What follows belongs to an exercise in optimizing a design on an open flow for small area and a short achievable clock period; a production flow would make more cautious choices.
At most, simulation tests tie the RTL to the original design; equivalence was not proved.
Only the layout flow was run in run 2; the RTL was not checked for function there.

--- flow/constraint.sdc ---
create_clock -name core_clock -period 120.0 [get_ports {clk}]
set_input_delay 24.0000 -clock core_clock [delete_from_list [all_inputs] [get_ports {clk}]]
set_output_delay 24.0000 -clock core_clock [all_outputs]
set_load 0.01 [all_outputs]
--- flow/config.mk ---
export PLATFORM = sky130hd
export DESIGN_NAME = ks_vandana_fp_div
export DESIGN_NICKNAME = ks_vandana_fp_div
export VERILOG_FILES = /design/flow/design.v
export SDC_FILE = /design/flow/constraint.sdc
export NUM_CORES = 4
export LEC_CHECK = 0
export CAP_MARGIN = 20
export CORE_MARGIN = 2
export CORE_UTILIZATION = 40
export SLEW_MARGIN = 20
--- flow/design.v ---
module ks_vandana_fp_div(
	a1,
	b1,
	c,
	clk
);
	input wire [31:0] a1;
	input wire [31:0] b1;
	input wire clk;
	output wire [31:0] c;
	localparam integer K1 = 7;
	localparam integer K2 = 18;
	wire [26:0] ys [0:24];
	wire [26:0] yc [0:24];
	wire [23:0] qp;    
	wire [23:0] qn;    
	wire [23:0] mb_s [0:24];
	wire [26:0] w_s, w_c;
	wire        sc0 = a1[31] ^ b1[31];
	wire [7:0]  e0  = (a1[30:23] - b1[30:23]) + 8'd127;
	assign ys[0] = {3'b000, 1'b1, a1[22:0]};
	assign yc[0] = 27'd0;
	assign mb_s[0] = {1'b1, b1[22:0]};
	reg        sc1, sc2;
	reg [7:0]  e1, e2;
	reg [22:0] mb1, mb2;
	reg [26:0] ys1, yc1, ys2, yc2;
	wire [23:0] dp, dn;   
	reg [23:24-K1] qp1, qn1;
	reg [23:24-K2] qp2, qn2;
	genvar j;
	generate
		for (j = 1; j <= 24; j = j + 1) begin : step
			wire [26:0] s_in, c_in;
			wire [23:0] mb;
			if (j == K1 + 1) begin : from1
				assign s_in = ys1;
				assign c_in = yc1;
				assign mb = {1'b1, mb1};
			end else if (j == K2 + 1) begin : from2
				assign s_in = ys2;
				assign c_in = yc2;
				assign mb = {1'b1, mb2};
			end else begin : direct
				assign s_in = ys[j-1];
				assign c_in = yc[j-1];
				assign mb = mb_s[j-1];
			end
			wire [3:0] est = s_in[26:23] + c_in[26:23];
			wire pos = ~est[3];
			wire neg = est[3] & ~(&est);
			wire [26:0] m = ({27{pos}} & ~{3'b000, mb}) | ({27{neg}} & {3'b000, mb});
			wire [26:0] so = s_in ^ c_in ^ m;
			wire [26:0] co = (s_in & c_in) | (s_in & m) | (c_in & m);
			wire [26:0] wc = {co[25:0], pos};
			assign ys[j] = {so[25:0], 1'b0};
			assign yc[j] = {wc[25:0], 1'b0};
			assign mb_s[j] = mb;
			if (j == 24) begin : last
				assign w_s = so;
				assign w_c = wc;
			end
			assign dp[24-j] = pos;
			assign dn[24-j] = neg;
		end
	endgenerate
	always @(posedge clk) begin
		sc1 <= sc0;
		e1 <= e0;
		mb1 <= b1[22:0];
		ys1 <= ys[K1];
		yc1 <= yc[K1];
		sc2 <= sc1;
		e2 <= e1;
		mb2 <= mb1;
		ys2 <= ys[K2];
		yc2 <= yc[K2];
		qp1[23:24-K1] <= dp[23:24-K1];
		qn1[23:24-K1] <= dn[23:24-K1];
		qp2[23:24-K2] <= {qp1[23:24-K1], dp[23-K1:24-K2]};
		qn2[23:24-K2] <= {qn1[23:24-K1], dn[23-K1:24-K2]};
	end
	assign qp = {qp2[23:24-K2], dp[23-K2:0]};
	assign qn = {qn2[23:24-K2], dn[23-K2:0]};
	wire [26:0] w = w_s + w_c;
	wire [23:0] f = qp - qn - {23'd0, w[26]};
	wire [22:0] frac = f[23] ? f[22:0] : {f[21:0], 1'b0};
	wire [7:0]  ex = f[23] ? e2 : e2 - 8'd1;
	assign c = {sc2, ex, frac};
endmodule
--- flow/run.sh ---
#!/bin/bash
# synth_recipe.tcl (not shown) runs the flow's synth.tcl, then flattens the netlist and writes it again
# the make line also repeats each setting of config.mk as NAME=value (left out here)
make -C /OpenROAD-flow-scripts/flow DESIGN_CONFIG=/design/flow/config.mk WORK_HOME=/design/flow/orfs CLKGATE_MAP_FILE= SYNTH_SCRIPT=/design/flow/synth_recipe.tcl finish
==> qor.yml, run 1 <==
route:
  avgRoutedWirePerCell_microns: 17.5
  via_per_inst: 4.95
  wl_microns: 74500
  num_vias: 21023
  firstDrtPassIters: 5
  drc_errors: 0
  drt_iter0_markers: 1008
  antenna_left: 0
clock_tree:
  cts_tree: "built"
  cts_buffers: 25
  cts_sinks: 210
  clkLatencyLatePin_ns: 0.54
  htree_num_levels: 1
  post_cts_buffers: 0
  cts_hold_repair.buffers: 0
  clk_pin_slew_ns: 0.06
  cts_resized: 0
  clockBufferDepth: 3
  cts_root_buf: "clkbuf_16"
final_layout:
  final_nets: 4070
  fillers: 6995
  drive_above_1_share_pct: 4.79
  seq_area_sq_um: 4210
  syn_to_final_growth_pct: 8.84
  multiInputGateArea_sq_um: 21700
  final_core_util_pct: 44.0
timing:
  fin_setup_tns_ns: 0
  min_period_ns: 45.19
  slew_viol_final: 0
  timing_hold_violations_final: 0
  clock.fmax_mhz: 22.1
  tightestPinTransition_ns: 1.14
  setup_viol: 0
  maxSlewHeadroom_pct: 23.6
  fin_worst_skew_ns: 0.0258
  fin_crit_sh_pct: 37.7
  rsz0062_at_grt: "false"
floorplanning:
  die_w_microns: 273
  start_util_pct: 40.4
  dieArea_sq_um: 74500
  core_sq_um: 71500
  row_count: 98
  pin_count: 97
  dieHeight_microns: 273
grt:
  grt_first_pass_wirelength_microns: 122000
  track_usage_pct: 20.6
  grt_pass1_vias: 22109
  grt_max_degree: 47
  antenna_found_initial: 2
  overflow: 0
synthesis:
  synth_nets: 4113
  yosysWarnings: 1
  ys_ff_latch: 210
  syn_area_sq_um: 28900
  synth.avg_cell_area_sq_um: 8.70
  synth-edff-count: 0
  seq_area_frac_synth_pct: 14.5
  ys_async_sr_fraction_pct: 0
  synthDistinctLibCells: 73
  synthFlopType: "dfxtp_1"
  syn_inst: 3323
worst_setup_path:
  critPathArrivalTime_ns: 21.19
  critPathKind: "reg -> out"
  timing.critical_path.slowest_cell_delay_ns: 0.77
  cp_slowest_cell: "and2_1"
  worstPathBufferInverterCount: 23
  critPathLaunchType: "flop"
  critPathTopFamily: "adder cells"
  crit_path_frequent_cell: "inv_1"
  setup.worst_path.end_class: "output port"
  required_ns: 96.00
  cp_max_fo: 36
placed_design:
  io_buffer_count: 96
  routabilityCongestion: 0.866
  place.detailed.hpwl_microns: 60800
run:
  cap_violations: 0
run_status:
  outcome: "timing/DRC/antenna clean"
worst_hold_path:
  min_path_type: "reg -> reg"
flip-flops by register name, indices dropped and copies added (netlist names), 17 cells and up:
signal / flops
ys1: 26
ys2: 26
yc1: 24
yc2: 24
mb1: 23
mb2: 23
qn2: 17
qp2: 17
worst reg2reg max path: cells and delay by family, from the launching register on:
family	cells	cell delay [ns]
adders and majority gates	24	9.19
buffers and inverters	25	5.43
DFF	1	0.39
xor gates and xnor gates	22	7.52
and+or+nand+nor	13	3.55
AOI/OAI and AO/OA	27	3.91
cell usage in the layout, fill, tap and decap left out, types with 38 or more instances in the layout:
| master | synthesis | layout |
|---|---|---|
| nor2_1 | 344 | 344 |
| fa_1 | 535 | 535 |
| xnor2_1 | 90 | 84 |
| inv_1 | 589 | 589 |
| nand2_1 | 253 | 253 |
| a21o_1 | 43 | 43 |
| o21ai_0 | 228 | 228 |
| a21oi_1 | 352 | 352 |
| xor2_1 | 38 | 38 |
| ha_1 | 190 | 190 |
| buf_4 | 1 | 43 |
| clkdlybuf4s50_1 | 0 | 96 |
| dfxtp_1 | 210 | 209 |
cell families (layout without fill, tap and decap cells):
kind of cell / Yosys count / after routing / share of synthesized area (%)
other: 0 / 1 / 0
AOI/OAI and AO/OA: 712 / 712 / 13.6
DFF: 210 / 210 / 14.5
and+or+nand+nor: 705 / 705 / 10.1
muxes: 24 / 24 / 0.896
buffers and inverters: 804 / 779 / 10.6
adders and majority gates: 725 / 725 / 45.3
xor gates and xnor gates: 143 / 143 / 5.02
metrics by stage:
stage          setup slack [ns]  hold WS, ns  cell area, sq um  instances
2_1_floorplan             77.15        0.310             28900       3323
3_3_place_gp              75.71        0.311             30600       4203
3_5_place_dp              75.35        0.312             30600       4203
4_1_cts                   74.73        0.326             31500       4248
5_1_grt                   73.10        0.331             31500       4248
6_report                  74.81        0.326             31500       4249
cell usage after synthesis, types with 4 or more instances:
library cell | number | area (sq um)
inv_2 | 4 | 15.0
clkbuf_1 | 192 | 721
ha_1 | 190 | 2380
and2_1 | 4 | 25.0
buf_2 | 10 | 50.1
nand2b_1 | 8 | 50.1
or2_2 | 5 | 31.3
inv_1 | 589 | 2210
nor3_1 | 6 | 30.0
mux2_2 | 15 | 169
o21a_1 | 5 | 37.5
and3_1 | 4 | 25.0
xor2_1 | 38 | 333
dfxtp_1 | 210 | 4200
nand4_1 | 6 | 37.5
nand3_1 | 27 | 135
a31oi_1 | 9 | 56.3
a22oi_1 | 6 | 45.0
a21oi_2 | 23 | 201
nor2b_1 | 9 | 56.3
o21ai_1 | 4 | 20.0
nor2_1 | 344 | 1290
mux2i_1 | 9 | 90.1
nand3b_1 | 14 | 105
o32ai_1 | 5 | 43.8
buf_1 | 4 | 15.0
a21oi_1 | 352 | 1760
nand4b_1 | 4 | 35.0
a21o_1 | 43 | 323
o211ai_1 | 8 | 60.1
fa_1 | 535 | 10700
xnor2_4 | 4 | 110
o21ai_0 | 228 | 1140
xnor2_1 | 90 | 788
nand2_1 | 253 | 950
and2_0 | 9 | 56.3
o21bai_1 | 4 | 30.0
final timing paths:
check	start	to	slack, ns	depth (start not counted)
worst max-delay path	ys2[24]	c[30]	74.81	89
worst min-delay path	sc1	sc2	0.33	0
worst max register to register	ys1[24]	ys2[16]	89.93	111
worst min register to register	sc1	sc2	0.33	0
final cells by class:
class | instances | area share [%]
diodes | 1 | 0.00795
clock buffers | 32 | 2.20
clock inverters | 13 | 0.449
inverters | 595 | 7.10
multi-input cells | 2309 | 69.0
flip-flops and latches | 210 | 13.4
well taps | 950 | 3.78
repair buffers | 139 | 4.08
layer usage:
layer	part of all wire, %	global-route usage (%)	vias to the layer above
li1	-	-	10288
met2	51	37.7	379
met1	42	26.0	10239
met5	0	0	-
met3	2.9	1.31	117
met4	3.2	6.13	0
==> run 2: changes to the inputs <==
==> flow/design.v (replaced) <==
module ks_vandana_fp_div(
	a1,
	b1,
	c,
	clk
);
	input wire [31:0] a1;
	input wire [31:0] b1;
	input wire clk;
	output reg [31:0] c;
	reg [31:0] a;
	reg [31:0] b;
	reg sa;
	reg sb;
	reg sc;
	reg [7:0] ea;
	reg [7:0] eb;
	reg [7:0] ec;
	reg [23:0] ma;
	reg [23:0] mb;
	reg [23:0] mc;
	reg [49:0] rq;
	always @(posedge clk) begin
		a <= a1;
		b <= b1;
		c[31] <= sc;
		c[30:23] <= ec;
		c[22:0] <= mc[22:0];
	end
	always @(*) begin : sv2v_autoblock_1
		reg [0:1] _sv2v_jump;
		_sv2v_jump = 2'b00;
		sa = a[31];
		sb = b[31];
		sc = sa ^ sb;
		ea = a[30:23];
		eb = b[30:23];
		ec = (ea - eb) + 8'b01111111;
		ma = 24'b000000000000000000000000 + a[22:0];
		mb = 24'b000000000000000000000000 + b[22:0];
		mc = 24'b000000000000000000000000;
		rq = 50'b00000000000000000000000000000000000000000000000000;
		ma[23] = 1;
		mb[23] = 1;
		rq[46:23] = ma[23:0];
		begin : sv2v_autoblock_2
			reg signed [31:0] t;
			for (t = 0; t < 24; t = t + 1)
				begin
					rq = rq << 1;
					rq[49] = 0;
					rq[49:24] = rq[49:24] - mb[23:0];
					if (rq[49] == 1)
						rq[49:24] = rq[49:24] + mb[23:0];
					else
						rq[0] = 1;
				end
		end
		mc = rq[23:0];
		begin : sv2v_autoblock_3
			reg signed [31:0] l;
			begin : sv2v_autoblock_4
				reg signed [31:0] _sv2v_value_on_break;
				for (l = 0; l < 25; l = l + 1)
					if (_sv2v_jump < 2'b10) begin
						_sv2v_jump = 2'b00;
						if (~mc[23]) begin
							if (mc != 0) begin
								mc = mc << 1;
								ec = ec - 1;
								if (mc[23])
									_sv2v_jump = 2'b10;
							end
							else
								mc = mc;
						end
						_sv2v_value_on_break = l;
					end
				if (!(_sv2v_jump < 2'b10))
					l = _sv2v_value_on_break;
				if (_sv2v_jump != 2'b11)
					_sv2v_jump = 2'b00;
			end
		end
	end
endmodule
==> run 2 against run 1 <==
Flip-flop and latch count decreased by 114. Utilization increased by 0.23 points. Cell count increased to 2.5 times the previous value. Die area increased by 110%. Highest routed layer is now met5. Cell area increased by 110%. Critical endpoint is now c[29]. Synthesized cell count increased to 2.6 times the previous value. Wire length increased to 3.1 times the previous value. Sequential share of layout area decreased by 10 points.
==> qor.yml, run 2 <==
final_layout:
  syn_to_final_growth_pct: 10.2
  reg_top3: "a: 32 flops, b: 32 flops, c: 32 flops"
  mostFrequentLayoutCell: "ha_1"
  n_antenna_cell: 0
  final_area_sq_um: 66100
  final_nets: 9960
  final_core_util_pct: 44.3
  drive_above_1_share_pct: 7.72
  layout_common_cells: "ha_1 (1,084), a21oi_1 (838), nand2_1 (806)"
clock_tree:
  clk_pin_slew_ns: 0.10
  cts_tree: "built"
  htree_num_levels: 3
  cts_sinks: 96
  cts_buffers: 9
  clockBufferDepth: 2
  cts_root_buf: "clkbuf_16"
  clkLatencyLatePin_ns: 0.41
  cts_hold_repair.buffers: 0
route:
  via_per_inst: 5.85
  wl_microns: 230000
  drt_iter0_markers: 4839
  antenna_left: 0
  firstDrtPassIters: 8
  drc_errors: 0
  num_vias: 63188
  avgRoutedWirePerCell_microns: 21.3
synthesis:
  synth_area_leaders: "ha_1 (23%), xnor2_1 (9.4%), a21oi_1 (7.3%)"
  synth_top_area_share_pct: 22.7
  syn_inst: 8610
  synth_commonest_cells: "ha_1 (1,088), a21oi_1 (878), nand2_1 (813)"
  synth.most_common_cell: "ha_1"
  ys_async_sr_fraction_pct: 0
  syn_area_sq_um: 60000
  synth-edff-count: 0
  yosysWarnings: 1
  synth_nets: 9788
  ys_ff_latch: 96
  yosys.area.top_type: "ha_1"
  synthFlopType: "dfxtp_1"
  seq_area_frac_synth_pct: 3.20
  synth.avg_cell_area_sq_um: 6.97
  synthDistinctLibCells: 131
grt:
  overflow: 0
  antenna_found_initial: 16
  grt_max_degree: 53
  track_usage_pct: 28.9
  grt_pass1_vias: 59977
  grt_first_pass_wirelength_microns: 348000
worst_setup_path:
  timing.critical_path.slowest_cell_delay_ns: 0.71
  reg2reg_setup_slack_ns: 9.52
  critPathKind: "reg -> reg"
  startpoint: "b[0]"
  reg2reg_from: "b[0]"
  required_ns: 120.33
  cp_max_fo: 35
  critPathLaunchType: "flop"
  critPathArrivalTime_ns: 110.81
  path_depth: 634
  setup.worst_path.end_class: "flop"
  worstPathBufferInverterCount: 31
  cp_slowest_cell: "a31oi_1"
  reg2reg_to: "c[29]"
  critPathCapture: "c[29]"
  critPathTopFamily: "compound AO/OA/AOI/OAI gates"
  crit_path_frequent_cell: "a21o_1"
  reg2regPathDepth: 634
run_status:
  outcome: "timing/DRC/antenna clean"
placed_design:
  routabilityCongestion: 0.995
  io_buffer_count: 96
  place.detailed.hpwl_microns: 181000
  placed_cell_area_sq_um: 64500
timing:
  whs_ns: 0.433
  maxSlewHeadroom_pct: 12.1
  slew_viol_final: 0
  timing_hold_violations_final: 0
  min_period_ns: 110.48
  setup_viol: 0
  tightestPinTransition_ns: 1.30
  fin_crit_sh_pct: 92.1
  fin_worst_skew_ns: 0.0285
  clock.fmax_mhz: 9.05
worst_hold_path:
  min_path_type: "reg -> reg"
  hp-start: "b[31]"
  min_to: "c[31]"
  min_path_cells: 1
floorplanning:
  dieArea_sq_um: 153000
  die_w_microns: 391
  dieHeight_microns: 391
  pin_count: 97
  core_sq_um: 149000
  start_util_pct: 40.2
  row_count: 142
run:
  cap_violations: 0
==> run 2: cell count changes after synthesis, moves of 162 or more <==
cell / previous run / this run
fa_1: 535 / 25
nor2_1: 344 / 719
nand2_1: 253 / 813
ha_1: 190 / 1088
o21ai_0: 228 / 787
xor2_1: 38 / 319
o21bai_1: 4 / 268
a21o_1: 43 / 322
a21oi_1: 352 / 878
xnor2_1: 90 / 642
nor3_1: 6 / 168
==> run 2: per-stage QoR <==
stage	instances	worst slack (ns)	TNS, ns
after global routing	10802	-0.345	-0.709
final	10802	9.52	0
after detailed placement	10736	-0.693	-2.07
after floorplan	8610	0.341	0
after global placement	10736	1.12	0
after CTS	10753	0.0151	0
==> run 2: routing by layer <==
| layer | GRT usage (%) | wire length, microns | vias up |
|---|---|---|---|
| met5 | 0 | 50 | - |
| met4 | 9.35 | 8720 | 8 |
| met3 | 2.87 | 13700 | 398 |
| met2 | 49.6 | 105000 | 1818 |
| met1 | 37.7 | 102000 | 29562 |
| li1 | - | - | 31402 |
==> run 2: cells by family after synthesis <==
logic type,share of synthesized area [%]
and+or+nand+nor,19.5
muxes,2.65
buffers and inverters,4.84
AOI/OAI and AO/OA,31.5
DFF,3.20
adders and majority gates,23.5
xor gates and xnor gates,14.7
==> run 2: repair_timing <==
item	in CTS	in global routing
endpoints found under the setup margin	7	29
endpoints found under the hold margin	0	0
gates resized for setup	19	316
cloned	0	2
buffers inserted	2	47
pin swaps	1	62
==> run 2: cell type report <==
cell class / count / area, sq um
Inverter: 564 / 2120
Timing Repair Buffer: 358 / 3060
Multi-Input combinational cell: 7753 / 56200
Clock inverter: 3 / 22.5
Fill cell: 15405 / 83300
Sequential cell: 96 / 1940
Clock buffer: 12 / 268
Tap cell: 2016 / 2520

[port drivers added, routing unchanged]
The results above use ideal ports. As a check the final layouts listed here were re-extracted and re-timed, cells and wires unchanged. Step 1 sets driving cells, clkbuf_16 on the clock port and buf_2 on the other inputs (assumed; they add their load-dependent delay and slew). Step 2 moves the port delays by t, midway between the first and last clock arrival at a register: inputs arrive t later, outputs are due t later. That takes back most of the time a late clock gives input paths. Three values: no drivers, after step 1, after step 2; two values: the first two.
run | t, ns | slack for setup (ns) | hold WS [ns] | latest minus earliest clock arrival (ns) | worst slew at a driven data input, ns
run 1 | 0.581 | 74.809 / 74.753 / 75.334 | 0.326 / 0.326 / 0.326 | 0.026 / 0.026 | 0.14
run 2 | 0.447 | 9.524 / 9.524 / 9.524 | 0.433 / 0.433 / 0.433 | 0.029 / 0.029 | 0.12
After both steps setup and hold are still met in every run listed.
